From an optimization exercise on the open Yosys and OpenROAD flow, aimed at small area; shortcuts taken in it are not production practice.
The RTL was checked by simulation tests, not by an equivalence proof against the original design.
No driver is modelled on the clock port, so clock power and skew are understated where the tree is cut down; a real chip needs a root buffer or a tree.
No activity file was given, so power comes from the tool's default toggle rates.

[design/flow/design.v]
`timescale 1ns / 1ps
module clock_divider (
	input wire clk,
	input wire rst,
	output wire tick
    );
reg [1:0] n;
always @(posedge clk)
	if (rst) n <= 2'b00;
	else n <= {n[0], ~n[1]};
assign tick = ~n[1] & n[0];
endmodule
`timescale 1ns / 1ps
module horizontal_counter(
	input clk,
	input rst,
	input ce,
	output reg [9:0] h,
	output wire first,
	output wire last
    );
	assign last = (h[0] & h[1] & h[2] & h[3] & h[7] & h[8] & h[9]);
	assign first = (~h[0] & ~h[1] & ~h[2] & ~h[3] & ~h[7] & ~h[8] & ~h[9]);
	always @(posedge clk)
		if (rst) h <= 10'd112;
		else if (ce) h <= last ? 10'd112 : h + 10'd1;
endmodule
`timescale 1ns / 1ps
module vertical_counter(
	input clk,
	input rst,
	input ce,
	output reg [4:0] q,
	output reg [4:0] r
    );
	wire rlast = (r[0] & r[1] & r[4]);
	wire vlast = (r[0] & r[3] & q[1] & q[3] & q[4]);
	always @(posedge clk)
		if (rst) begin
			q <= 5'd0;
			r <= 5'd4;
		end
		else if (ce) begin
			if (vlast) begin
				q <= 5'd0;
				r <= 5'd5;
			end
			else if (rlast) begin
				q <= q + 5'd1;
				r <= 5'd0;
			end
			else
				r <= r + 5'd1;
		end
endmodule
`timescale 1ns / 1ps
module top(
	input wire clk,
	input wire rst,
	input wire btn_up,
	input wire btn_down,
	output h_sync,
	output v_sync,
	output [2:0] red,
	output [2:0] green,
	output [2:0] blue
    );
wire tick, hfirst, hlast;
wire [9:0] h;
wire [4:0] q, r;
clock_divider clock_gen(clk, rst, tick);
horizontal_counter horizontal(clk, rst, tick, h, hfirst, hlast);
vertical_counter vertical(clk, rst, tick & hfirst, q, r);
reg [4:0] p;
wire plo = (~p[0] & ~p[2] & ~p[3] & ~p[4]);
wire phi = (p[0] & p[2] & p[4]);
always @(posedge clk)
	if (rst) p <= 5'd14;
	else if (btn_up) begin
		if (!plo) p <= p - 5'd1;
	end
	else if (btn_down) begin
		if (!phi) p <= p + 5'd1;
	end
assign h_sync = (~h[7] & ~h[8] & ~h[9]) | (~h[6] & ~h[8] & ~h[9]) | (~h[4] & ~h[5] & ~h[8] & ~h[9]);
assign v_sync = (~r[0] & ~r[3] & ~r[4] & ~q[0] & ~q[1] & ~q[2] & ~q[3] & ~q[4]) | (~r[1] & ~r[3] & ~r[4] & ~q[0] & ~q[1] & ~q[2] & ~q[3] & ~q[4]);
wire range_h = (h[8] & ~h[9]) | (~h[8] & h[9]) | (~h[7] & h[9]);
wire range_v = (q[2]) | (~q[3] & q[4]) | (q[1] & ~q[4]) | (~q[1] & q[3]);
wire ball_h = (h[3] & ~h[4] & h[5] & h[6] & ~h[7] & ~h[9]) | (~h[3] & h[4] & h[5] & h[6] & ~h[7] & ~h[9]) | (h[0] & h[2] & ~h[4] & h[5] & h[6] & ~h[7] & ~h[9]) | (h[1] & h[2] & ~h[4] & h[5] & h[6] & ~h[7] & ~h[9]);
wire ball_v = (r[0] & q[0] & q[1] & q[2] & ~q[3] & ~q[4]) | (r[1] & q[0] & q[1] & q[2] & ~q[3] & ~q[4]) | (r[2] & q[0] & q[1] & q[2] & ~q[3] & ~q[4]) | (r[3] & q[0] & q[1] & q[2] & ~q[3] & ~q[4]) | (r[4] & q[0] & q[1] & q[2] & ~q[3] & ~q[4]);
wire pad_h = (~h[4] & ~h[5] & h[6] & ~h[7] & ~h[9]) | (h[0] & h[2] & h[3] & h[4] & h[5] & ~h[6] & ~h[7] & ~h[9]) | (h[1] & h[2] & h[3] & h[4] & h[5] & ~h[6] & ~h[7] & ~h[9]);
wire rnz = (r[0]) | (r[1]) | (r[2]) | (r[3]) | (r[4]);
wire [4:0] dq = q - p;
wire pad_v = dq < 5'd5 && (dq != 5'd0 || rnz);
wire range = range_h & range_v;
wire hit = range & ((ball_h & ball_v) | (pad_h & pad_v));
assign red = {hit, range, hit};
assign green = {hit, range, hit};
assign blue = {3{range}};
endmodule
[design/flow/flow/run.sh]
#!/bin/bash
# Own layout flow: the standard ORFS flow (standard.sh) with
#  - ABC mapping for area (flow/my_synth.tcl, flow/area.abc), no ha/fa adder cells,
#  - the smallest buffer (buf_1) on every input and output port,
#  - a clock tree of clkbuf_8 only, without dummy loads.
# Each tool's full output goes to the ORFS logs and to flow_make.log here.
set -euo pipefail
W=$PWD
export FLOW_WORK=$W
export AREA_ABC_SCRIPT=$W/flow/area.abc
bash standard.sh \
  SYNTH_SCRIPT=$W/flow/my_synth.tcl \
  ADDER_MAP_FILE= \
  "BUFFER_PORTS_ARGS=-buffer_cell sky130_fd_sc_hd__buf_1" \
  "CTS_ARGS=-buf_list sky130_fd_sc_hd__clkbuf_8 -root_buf sky130_fd_sc_hd__clkbuf_8 -dont_use_dummy_load -repair_clock_nets" \
  finish > $W/flow_make.log 2>&1
[design/flow/flow/area.abc]
strash
&get -n
&deepsyn -I 1 -J 200
&put
dch -f
amap
topo
[design/flow/flow/my_synth.tcl]
# The standard synthesis (synth_recipe.tcl), with ABC's technology mapping run
# on an area-oriented script (flow/area.abc) instead of ORFS's speed script.
# Registers, their names and everything before and after ABC are unchanged.
proc abc {args} {
  set out {}
  set skip 0
  foreach a $args {
    if {$skip} { set skip 0; continue }
    if {$a eq "-script"} { lappend out -script $::env(AREA_ABC_SCRIPT); set skip 1; continue }
    if {$a eq "-D"} { set skip 1; continue }
    lappend out $a
  }
  yosys abc {*}$out
}
source $::env(FLOW_WORK)/synth_recipe.tcl
[design/flow/standard.sh]
#!/bin/bash
# synth_recipe.tcl (not shown) runs the flow's synth.tcl, then flattens the netlist and writes it again
# the make line also repeats each setting of config.mk as NAME=value (left out here)
make -C /OpenROAD-flow-scripts/flow DESIGN_CONFIG=/design/flow/config.mk WORK_HOME=/design/flow/orfs CLKGATE_MAP_FILE= SYNTH_SCRIPT=/design/flow/synth_recipe.tcl "${@:-finish}"
[design/flow/config.mk]
export PLATFORM = sky130hd
export DESIGN_NAME = top
export DESIGN_NICKNAME = top
export VERILOG_FILES = /design/flow/design.v
export SDC_FILE = /design/flow/constraint.sdc
export NUM_CORES = 4
export LEC_CHECK = 0
export CAP_MARGIN = 20
export CORE_MARGIN = 2
export CORE_UTILIZATION = 35
export SLEW_MARGIN = 20
[design/flow/constraint.sdc]
create_clock -name core_clock -period 10.0 [get_ports {clk}]
set_input_delay 2.0000 -clock core_clock [delete_from_list [all_inputs] [get_ports {clk}]]
set_output_delay 2.0000 -clock core_clock [all_outputs]
set_load 0.01 [all_outputs]
==> run summary, run 1 <==
Final GP Congestion: 0.7558
Synth cell types: 29
clk slew on worst S/H paths: 0.08 ns
First DRT Iteration DRCs: 50
Final setup viols: 0
Clk pwr share: 31.0%
top cells by count, synth: 33 x nor2_1, 28 x clkinv_1, 27 x dfxtp_1, 16 x o21ai_0, 13 x nor3_1
Final TNS setup: 0 ns
Max Slew Vio Count: 0
Crit. Startpoint: vertical.q[0]$_SDFFE_PP0P_
Ant. Diodes: 0
fin crit share: 44.60%
EDFF count, synth: 0
Comb power frac: 8.2%
FF+latch count, synth: 27
# hold bufs at CTS: 0
VDD IR-drop max: 0.00009160 V
Fmax: 224.2 MHz
number of antenna violations at the first check in global routing: 0
largest net degree at the start of global routing: 15
Rows: 22
Detail Route Antenna Nets: 0
Area growth syn-to-layout: 6.590%
Worst path depth: 8
CTS root buf: clkbuf_8
Vias: 1192
power density over the cells: 136.4 nW/um^2
fin util: 38.43%
core footprint: 3633 um^2
CP max FO: 4
share of cells above drive strength 1: 1.604%
top cell type's share of synthesized area: 41.26%
Die Y-Extent: 65.18 um
FF-to-FF setup slack: 7.64 ns
Clock Latency Late Sink: 0.27 ns
Mapped Cells: 179
switching fraction of total power: 24.24%
vias in the first global route: 1100
Cell Chain, Critical Path: clkinv_1 > o32ai_1 > nor2_1 > a221o_1 > a221oi_1 > a31oi_1 > nor4_1 > buf_1
Reg power frac: 60.8%
clock buffer depth: 2
status: complete, no violations
Slew @ Worst Pin: 0.8253 ns
Worst Skew: 0.004573 ns
Setup crit end: green[0]
Lkg Pwr: 0.0004659 uW
Starting Density: 36.05%
number of max-cap violations: 0
CTS sink cnt: 27
fraction of registers with async set or reset after synthesis: 0%
reg2reg path depth: 11
total CTS buffers: 3
CP startpoint kind: flip-flop
Final nets: 193
CP bufs+invs: 2
Tmin final: 4.460 ns
GR Util All Layers: 14.20%
Syn Area/Cell: 7.318 um^2
total gr overflow: 0
synthesized net count: 183
synth top area cells: dfxtp_1 41%, nor2_1 9.5%, clkinv_1 8.0%, o21ai_0 6.1%, buf_4 5.2%
RR Startpoint: horizontal.h[7]$_SDFFE_PP0P_
sw power: 46.15 uW
register area share after synthesis: 41.26%
internal power: 144.3 uW
vias per inst: 5.072
first-pass GRT wire length: 4726 um
die area: 4248 um^2
Rel. slew slack: 44.40%
largest area contributor in the netlist: dfxtp_1
Hold Fails Final Rpt: 0
CP top delay family: compound AO/OA/AOI/OAI gates
CTS tree: yes
Max stage delay on crit path: 0.43 ns
residual DRC count: 0
Primary FF master, synth: dfxtp_1
Buffers on Ports: 14
H-tree Lvls: 1
I/O pin count: 15
PostCTS Resize Cnt: 0
Initial DRT Pass Iterations: 4
critical path endpoint category: output pin
average wire per standard cell: 11.17 um
class of the worst hold path: reg2reg
WP data required: 8.00 ns
mapped cell area: 1310 um^2
Critical-path top delay cell: nor4_1
Post-CTS Setup Inserts: 0
WL final: 2625 um
dpl hpwl: 2015 um
CP arrival: 2.46 ns
Die Wd: 65.18 um
Crit Path Class: reg2out
RSZ-0062 raised after global routing: no
Yosys warning total: 4
most numerous cell in the Yosys netlist: nor2_1
reg2reg end: vertical.q[4]$_SDFFE_PP0P_
-- logic make-up (layout without fill, tap and decap cells) --
family                 after synthesis  in the layout  share of synthesized area, %
and+or+nand+nor                     72             72                         24.83
AOI/OAI and AO/OA                   43             43                         20.73
buffers and inverters               37             45                         13.18
DFF                                 27             27                         41.26
-- worst register-to-register path, delay by kind of cell, from the launching register on --
kind	cells	cell delay [ns]
and+or+nand+nor	9	1.64
DFF	1	0.36
AOI/OAI and AO/OA	1	0.15
buffers and inverters	1	0.13
-- cells in the final DEF, fill, tap and decap left out, types with 2 or more instances in the layout --
cell	synthesis	final
clkinv_1	28	28
buf_1	0	14
a21oi_1	6	6
nand3_1	4	4
nor2_1	33	33
a31oi_1	3	3
o21a_1	2	2
nand2_1	11	11
nor4_1	3	3
a211oi_1	8	8
dfxtp_1	27	27
nor3_1	13	13
o21ai_0	16	16
clkbuf_8	0	3
-- routing by layer --
metal  track usage [%]  vias to the layer above  wire (um)
met2             23.98                       30       1210
li1                  -                      624          -
met4             3.906                        0         31
met1             17.61                      536       1246
met5                 0                        -          0
met3             4.110                        2        138
-- state kept, by name, indices dropped and copies added, names as in the netlist --
| name | cells |
|---|---|
| horizontal.h | 10 |
| vertical.q | 5 |
| vertical.r | 5 |
| p | 5 |
| clock_gen.n | 2 |
-- power groups by stage --
stage               logic (uW)  clock network [uW]  registers [uW]
floorplan                 11.8                   0             117
global placement          15.3                   0             118
detailed placement        15.6                   0             118
CTS                       15.8                60.7             116
global route              18.2                67.7             117
finish                    15.6                59.1             116
-- area by class of cell --
class	instances	area, um^2
Tap cell	48	60.06
Sequential cell	27	540.5
Timing Repair Buffer	14	52.55
Multi-Input combinational cell	115	596.8
Inverter	28	105.1
Fill cell	403	2237
Clock buffer	3	41.29
-- per-stage QoR --
stage          power (uW)  area (um^2)  hold slack (ns)  instances  worst slack, ns
4_1_cts             192.2         1396           0.4178        235            5.542
2_1_floorplan       128.9         1310           0.3893        179            6.061
5_1_grt             202.5         1396           0.4551        235            5.268
3_5_place_dp        133.8         1355           0.4047        232            5.882
6_report            190.4         1396           0.4153        235            5.540
3_3_place_gp        133.4         1355           0.4070        232            5.964
-- worst min path at each step --
stage / startpoint / endpoint / slack, ns / cells after the start
floorplan: clock_gen.n[1]$_SDFF_PP0_ / clock_gen.n[0]$_SDFF_PP0_ / 0.39 / 1
global placement: clock_gen.n[1]$_SDFF_PP0_ / clock_gen.n[0]$_SDFF_PP0_ / 0.41 / 1
global route: clock_gen.n[0]$_SDFF_PP0_ / clock_gen.n[1]$_SDFF_PP0_ / 0.46 / 2
CTS: clock_gen.n[1]$_SDFF_PP0_ / clock_gen.n[0]$_SDFF_PP0_ / 0.42 / 1
finish: clock_gen.n[1]$_SDFF_PP0_ / clock_gen.n[0]$_SDFF_PP0_ / 0.42 / 1
detailed placement: clock_gen.n[1]$_SDFF_PP0_ / clock_gen.n[0]$_SDFF_PP0_ / 0.40 / 1
==> inputs of run 2 (changes only) <==
==> design/flow/flow/run.sh (replaced) <==
#!/bin/bash
# Own layout flow: the standard ORFS flow (standard.sh) with
#  - ABC mapping for area (flow/my_synth.tcl, flow/area.abc), no ha/fa adder cells,
#  - the smallest buffer (buf_1) on every input and output port,
#  - a clock tree of one clkbuf_16 (flow/cts_one.tcl folds CTS's leaf buffers
#    into its root buffer).
# Each tool's full output goes to the ORFS logs and to flow_make.log here.
set -euo pipefail
W=$PWD
export FLOW_WORK=$W
export AREA_ABC_SCRIPT=$W/flow/area.abc
bash standard.sh \
  SYNTH_SCRIPT=$W/flow/my_synth.tcl \
  ADDER_MAP_FILE= \
  "BUFFER_PORTS_ARGS=-buffer_cell sky130_fd_sc_hd__buf_1" \
  "CTS_ARGS=-buf_list sky130_fd_sc_hd__clkbuf_16 -root_buf sky130_fd_sc_hd__clkbuf_16 -dont_use_dummy_load" \
  POST_CTS_TCL=$W/flow/cts_one.tcl \
  finish > $W/flow_make.log 2>&1
==> design/flow/flow/cts_one.tcl (new file) <==
# After CTS: the clock tree here is a root buffer and a few leaf buffers.
# Move every leaf buffer's flip-flops onto the root buffer's net and delete
# the leaf buffers, so one clkbuf_16 drives all flip-flops.
set block [ord::get_db_block]
set root [$block findInst clkbuf_0_clk]
set rootnet [[$root findITerm X] getNet]
foreach inst [$block getInsts] {
  set nm [$inst getName]
  if {![string match clkbuf_* $nm] || $nm eq "clkbuf_0_clk"} continue
  set onet [[$inst findITerm X] getNet]
  foreach it [$onet getITerms] {
    if {[$it getInst] != $inst} { $it disconnect; $it connect $rootnet }
  }
  [$inst findITerm A] disconnect
  odb::dbInst_destroy $inst
  odb::dbNet_destroy $onet
}
puts "cts_one: clock buffers left: [llength [lsearch -all -inline [lmap i [$block getInsts] {$i getName}] clkbuf_*]]"
==> run 2 against run 1 <==
Against the previous run: still clean; clock-buffer cell count is 2 lower; design area is 1.2% lower; utilization is 0.45 points lower; global-route usage is 2.1 points higher; fmax is 1.6% higher; via count is 0.17% lower; clock power is 23% lower; sequential cell count stayed put; die area stayed put; clock skew is 0.0022 ns lower; critical path type unchanged.
==> run summary, run 2 <==
Max stage delay on crit path: 0.46 ns
max reg flops: 10
final cell count without fillers: 233
min-delay src: clock_gen.n[1]$_SDFF_PP0_
clk slew on worst S/H paths: 0.10 ns
Worst Skew: 0.002398 ns
register area share after synthesis: 41.26%
Lkg Pwr: 0.0004566 uW
total gr overflow: 0
Clock Latency Late Sink: 0.16 ns
CP startpoint kind: flip-flop
Fmax: 227.7 MHz
Starting Density: 36.05%
Final GP Congestion: 0.7558
number of max-cap violations: 0
Mapped Cells: 179
GR Util All Layers: 16.33%
VDD IR-drop max: 0.00007136 V
dpl hpwl: 2015 um
reg2reg end: vertical.q[4]$_SDFFE_PP0P_
Ant. Diodes: 0
average wire per standard cell: 11.51 um
fin crit share: 43.91%
leading cell type in the layout, fill and taps excluded: nor2_1
Min Hold Slack: 0.4197 ns
WL final: 2682 um
Top reg by flops: horizontal.h
CP bufs+invs: 2
Rows: 22
vias per inst: 5.107
Yosys warning total: 4
power density over the cells: 128.3 nW/um^2
number of antenna violations at the first check in global routing: 0
hold path depth: 1
Initial DRT Pass Iterations: 6
Slew @ Worst Pin: 0.8323 ns
Tmin final: 4.391 ns
Critical-path top delay cell: dfxtp_1
Inst Count DP: 232
core footprint: 3633 um^2
Syn Area/Cell: 7.318 um^2
status: complete, no violations
Crit Path Class: reg2out
footprint of the multi-input gates: 596.8 um^2
Final setup viols: 0
CTS sink cnt: 27
class of the worst hold path: reg2reg
largest area contributor in the netlist: dfxtp_1
most numerous cell in the Yosys netlist: nor2_1
Die Wd: 65.18 um
die area: 4248 um^2
Final nets: 191
first-pass GRT wire length: 4712 um
Buffers on Ports: 14
Worst path depth: 8
top cell type's share of synthesized area: 41.26%
Detail Route Antenna Nets: 0
RSZ-0062 raised after global routing: no
hold endpoint: clock_gen.n[0]$_SDFF_PP0_
Reg area: 540.5 um^2
reg2reg path depth: 11
Area growth syn-to-layout: 5.348%
vias in the first global route: 1076
FF+latch count, synth: 27
CP arrival: 2.39 ns
synth top area cells: dfxtp_1 41%, nor2_1 9.5%, clkinv_1 8.0%, o21ai_0 6.1%, buf_4 5.2%
Hold Fails Final Rpt: 0
Rel. slew slack: 43.93%
CP top delay family: compound AO/OA/AOI/OAI gates
fill count: 406
fin util: 37.98%
Max Slew Vio Count: 0
mapped cell area: 1310 um^2
FF-to-FF setup slack: 7.64 ns
top cells by count, synth: 33 x nor2_1, 28 x clkinv_1, 27 x dfxtp_1, 16 x o21ai_0, 13 x nor3_1
First DRT Iteration DRCs: 108
largest net degree at the start of global routing: 28
Die Y-Extent: 65.18 um
critical path endpoint category: output pin
CP max FO: 7
RR Startpoint: horizontal.h[7]$_SDFFE_PP0P_
share of cells above drive strength 1: 0.5405%
fraction of registers with async set or reset after synthesis: 0%
Vias: 1190
Final TNS setup: 0 ns
I/O pin count: 15
EDFF count, synth: 0
Primary FF master, synth: dfxtp_1
Synth cell types: 29
WP data required: 8.00 ns
residual DRC count: 0
synthesized net count: 183
Cell Chain, Critical Path: clkinv_1 > o22ai_1 > nor2_1 > a221o_1 > a221oi_1 > a31oi_1 > nor4_1 > buf_1
most frequent cells in the layout: 33 x nor2_1, 28 x clkinv_1, 27 x dfxtp_1, 16 x o21ai_0, 14 x buf_1
-- run 2: cell families (layout without fill, tap and decap cells) --
| group | count (synthesis) | count (layout) | share of synthesized area, % |
|---|---|---|---|
| and+or+nand+nor | 72 | 72 | 24.83 |
| AOI/OAI and AO/OA | 43 | 43 | 20.73 |
| buffers and inverters | 37 | 43 | 13.18 |
| DFF | 27 | 27 | 41.26 |
-- run 2: report_power, final --
part           internal, uW  switching [uW]  leakage (uW)
Sequential              112            4.36      0.000220
Clock                  18.5            26.8     0.0000123
Combinational          5.83            10.1      0.000224
Total                   136            41.2      0.000457
-- run 2: per-stage QoR --
step           worst slack, ns  area, um^2  total power [uW]
5_1_grt                  5.365        1380             188.5
6_report                 5.609        1380             177.0
3_5_place_dp             5.882        1355             133.8
2_1_floorplan            6.061        1310             128.9
3_3_place_gp             5.964        1355             133.4
-- run 2: per-layer routing --
layer / global-route usage, % / up-vias / wire [um]
li1: - / 621 / -
met1: 23.05 / 541 / 1259
met2: 26.79 / 26 / 1269
met3: 2.055 / 2 / 122
met4: 3.385 / 0 / 31
met5: 0 / - / 0
-- run 2: worst max-delay path by stage --
stage / from / end / slack, ns
global route: vertical.q[0]$_SDFFE_PP0P_ / green[2] / 5.36
global placement: vertical.q[0]$_SDFFE_PP0P_ / green[0] / 5.96
finish: p[2]$_SDFFE_PP1P_ / green[0] / 5.61
floorplan: vertical.q[0]$_SDFFE_PP0P_ / green[0] / 6.06
detailed placement: p[2]$_SDFFE_PP1P_ / green[0] / 5.88
-- run 2: cell type report --
| class | instances | area share, % |
|---|---|---|
| clock buffers | 1 | 1.813 |
| flip-flops and latches | 27 | 39.17 |
| well taps | 48 | 4.352 |
| repair buffers | 14 | 3.808 |
| inverters | 28 | 7.616 |
| multi-input cells | 115 | 43.25 |
==> inputs of run 3 (changes only) <==
--- a/design/flow/flow/run.sh
+++ b/design/flow/flow/run.sh
@@ -1,6 +1,7 @@
 #!/bin/bash
 # Own layout flow: the standard ORFS flow (standard.sh) with
-#  - ABC mapping for area (flow/my_synth.tcl, flow/area.abc), no ha/fa adder cells,
+#  - ABC mapping for area: flow/my_synth.tcl maps with each of flow/area*.abc and
+#    keeps the smallest result; no ha/fa adder cells,
 #  - the smallest buffer (buf_1) on every input and output port,
 #  - a clock tree of one clkbuf_16 (flow/cts_one.tcl folds CTS's leaf buffers
 #    into its root buffer).
@@ -8,7 +9,7 @@
 set -euo pipefail
 W=$PWD
 export FLOW_WORK=$W
-export AREA_ABC_SCRIPT=$W/flow/area.abc
+export AREA_ABC_SCRIPTS="$W/flow/area1.abc $W/flow/area2.abc $W/flow/area3.abc $W/flow/area4.abc"
 bash standard.sh \
   SYNTH_SCRIPT=$W/flow/my_synth.tcl \
   ADDER_MAP_FILE= \
==> design/flow/flow/area1.abc (new file) <==
strash
&get -n
&deepsyn -I 1 -J 200
&put
dch -f
amap -m
topo
==> design/flow/flow/area2.abc (new file) <==
strash
&get -n
&deepsyn -I 1 -J 200
&put
dch -f
amap
topo
==> design/flow/flow/area3.abc (new file) <==
strash
&get -n
&deepsyn -I 1 -J 200
&nf -R 1000
&put
topo
==> design/flow/flow/area4.abc (new file) <==
strash
&get -n
&deepsyn -I 1 -J 200
&put
dch -f
amap -F 4 -A 8
topo
==> design/flow/flow/my_synth.tcl (replaced) <==
# The standard synthesis (synth_recipe.tcl), with ABC's technology mapping run
# on several area-oriented scripts (AREA_ABC_SCRIPTS); the smallest result
# is kept. Registers, their names and everything before and after ABC are
# unchanged.
proc abc {args} {
  set out {}
  set skip 0
  foreach a $args {
    if {$skip} { set skip 0; continue }
    if {$a eq "-script" || $a eq "-D"} { set skip 1; continue }
    lappend out $a
  }
  yosys design -save my_pre_abc
  set best -1
  foreach s $::env(AREA_ABC_SCRIPTS) {
    yosys design -load my_pre_abc
    yosys abc {*}$out -script $s
    set st [tee -q -s result.string stat {*}$::lib_args]
    regexp {Chip area for module[^:]*:\s*([0-9.]+)} $st -> area
    puts "area_abc: $s $area"
    if {$best < 0 || $area < $best} {
      set best $area
      yosys design -save my_best_abc
    }
  }
  yosys design -load my_best_abc
  puts "area_abc: kept $best"
}
source $::env(FLOW_WORK)/synth_recipe.tcl
removed: design/flow/flow/area.abc
==> run 3 against run 2 <==
Against the previous run: still clean; total power rose by 0.94%; fmax rose by 1.9%; via count fell by 3.8%; global-route usage fell by 0.77 points; synthesized cell count fell by 1.1%; register-to-register slack improved by 0.05 ns; critical path type unchanged; largest cell class unchanged.
==> run summary, run 3 <==
Crit. Startpoint: vertical.q[0]$_SDFFE_PP0P_
Final TNS setup: 0 ns
die area: 4233 um^2
First DRT Iteration DRCs: 85
Worst Skew: 0.007513 ns
GR Util All Layers: 15.56%
core footprint: 3633 um^2
Hold Fails Final Rpt: 0
Cell Chain, Critical Path: clkinv_1 > o32ai_1 > nor2_1 > a221o_1 > a221oi_1 > a31oi_1 > nor4_1 > buf_1
pre-CTS setup slack: 5.888 ns
vias per inst: 4.957
status: complete, no violations
Final GP Congestion: 0.7598
Post-Synth XOR/XNOR Area: 0%
top cells by count, synth: 31 x nor2_1, 27 x clkinv_1, 27 x dfxtp_1, 16 x o21ai_0, 13 x nor3_1
min-delay src: clock_gen.n[1]$_SDFF_PP0_
Final nets: 189
VDD IR-drop max: 0.00008260 V
final cell count without fillers: 231
number of antenna violations at the first check in global routing: 0
Max stage delay on crit path: 0.42 ns
CP top delay family: compound AO/OA/AOI/OAI gates
most frequent cells in the layout: 31 x nor2_1, 27 x clkinv_1, 27 x dfxtp_1, 16 x o21ai_0, 14 x buf_1
Buffers on Ports: 14
Detail Route Antenna Nets: 0
synth top area cells: dfxtp_1 41%, nor2_1 8.9%, clkinv_1 7.8%, o21ai_0 6.1%, buf_4 5.2%
hold endpoint: clock_gen.n[0]$_SDFF_PP0_
Slew @ Worst Pin: 0.8476 ns
EDFF count, synth: 0
Fmax: 232.0 MHz
mapped cell area: 1305 um^2
residual DRC count: 0
most numerous cell in the Yosys netlist: nor2_1
worst setup margin: 5.690 ns
Die Y-Extent: 65.06 um
FF-to-FF setup slack: 7.69 ns
hold path depth: 1
WP data required: 8.00 ns
synthesized net count: 181
number of max-cap violations: 0
Synth Area in Adders: 0%
leading cell type in the layout, fill and taps excluded: nor2_1
largest net degree at the start of global routing: 28
Die Wd: 65.06 um
total gr overflow: 0
Clock Latency Late Sink: 0.17 ns
WL final: 2531 um
Mapped Cells: 177
Primary FF master, synth: dfxtp_1
Inst Count DP: 230
clk slew on worst S/H paths: 0.11 ns
largest family of logic cells by synthesized area: simple AND/OR/NAND/NOR gates
vias in the first global route: 997
share of cells above drive strength 1: 0.5464%
Min Hold Slack: 0.4172 ns
Final setup viols: 0
RSZ-0062 raised after global routing: no
Syn Area/Cell: 7.373 um^2
CP max FO: 4
fin util: 37.84%
fin crit share: 43.10%
average wire per standard cell: 10.96 um
fill count: 400
CP startpoint kind: flip-flop
Ant. Diodes: 0
CP arrival: 2.31 ns
register area share after synthesis: 41.42%
FF+latch count, synth: 27
power density over the cells: 130.0 nW/um^2
Top reg by flops: horizontal.h
Area growth syn-to-layout: 5.369%
Critical-path top delay cell: nor4_1
reg2reg path depth: 9
Synth cell types: 30
Crit Path Class: reg2out
reg2reg end: vertical.q[4]$_SDFFE_PP0P_
top cell type's share of synthesized area: 41.42%
Yosys warning total: 4
Rel. slew slack: 42.90%
I/O pin count: 15
post-synthesis mux area share: 0%
critical path endpoint category: output pin
CTS sink cnt: 27
post-synthesis compound-gate area fraction: 21.48%
largest area contributor in the netlist: dfxtp_1
Tmin final: 4.310 ns
Vias: 1145
RR Startpoint: horizontal.h[7]$_SDFFE_PP0P_
max reg flops: 10
Starting Density: 35.92%
first-pass GRT wire length: 4388 um
Rows: 22
Lkg Pwr: 0.0004520 uW
Synth Area in Simple Gates: 24.16%
Initial DRT Pass Iterations: 6
dpl hpwl: 1922 um
CP bufs+invs: 2
Max Slew Vio Count: 0
class of the worst hold path: reg2reg
fraction of registers with async set or reset after synthesis: 0%
-- run 3: final cells by class --
class	instances	area, um^2	area share (%)
sequential	27	540.5	39.31
timing repair buffer	14	52.55	3.822
inverter	27	101.3	7.370
multi-input combinational	114	595.6	43.31
tap	48	60.06	4.368
clock buffer	1	25.02	1.820
-- run 3: logic make-up (layout without fill, tap and decap cells) --
kind of cell,Yosys count,count (layout)
AOI/OAI and AO/OA,44,44
buffers and inverters,36,42
DFF,27,27
and+or+nand+nor,70,70
-- run 3: where the power goes --
group          leakage, uW  switching (uW)  total (uW)  internal [uW]
Clock            0.0000123            28.9        47.5           18.6
Sequential        0.000220            4.17         116            112
Combinational     0.000220            9.68        15.5           5.83
Total             0.000452            42.8         179            136
-- run 3: worst max-delay path by stage --
| stage | end | cells after the start |
|---|---|---|
| after global placement | red[0] | 8 |
| after global routing | red[0] | 8 |
| final | red[0] | 8 |
| after floorplan | green[0] | 8 |
| after detailed placement | red[0] | 8 |
-- run 3: through the flow --
| step | area (um^2) | power [uW] |
|---|---|---|
| floorplan | 1305 | 129.0 |
| global placement | 1350 | 133.5 |
| detailed placement | 1350 | 133.5 |
| global route | 1375 | 188.5 |
| finish | 1375 | 178.7 |
-- run 3: per-layer routing --
layer | global-route usage (%) | wire length, um
met1 | 22.33 | 1269
met2 | 25.39 | 1110
met3 | 1.563 | 123
met4 | 3.125 | 27
met5 | 0 | 0

afterwards: timing with drivers on the ports:
The results above use ideal ports. As a check the final layouts listed here were re-extracted and re-timed, cells and wires unchanged. Step 1 assumes that a clkbuf_16 drives the clock port and a buf_2 every other input. Step 2, shift: input delay + t, output delay - t, t = (earliest + latest rising clock arrival at the registers) / 2. This alone moves slack from input paths to output paths. Three values: ideal, step 1, step 2; two values: the first two.
| run | shift t [ns] | setup slack, ns | worst setup path at the end | slew at the worst register clock pin (ns) |
|---|---|---|---|---|
| run 1 | 0.290 | 5.540 / 5.514 / 5.805 | register to output | 0.09 / 0.09 |
| run 2 | 0.191 | 5.609 / 5.578 / 5.769 | register to output | 0.10 / 0.10 |
| run 3 | 0.195 | 5.690 / 5.660 / 5.855 | register to output | 0.11 / 0.11 |
After both steps setup and hold are still met in every run listed.
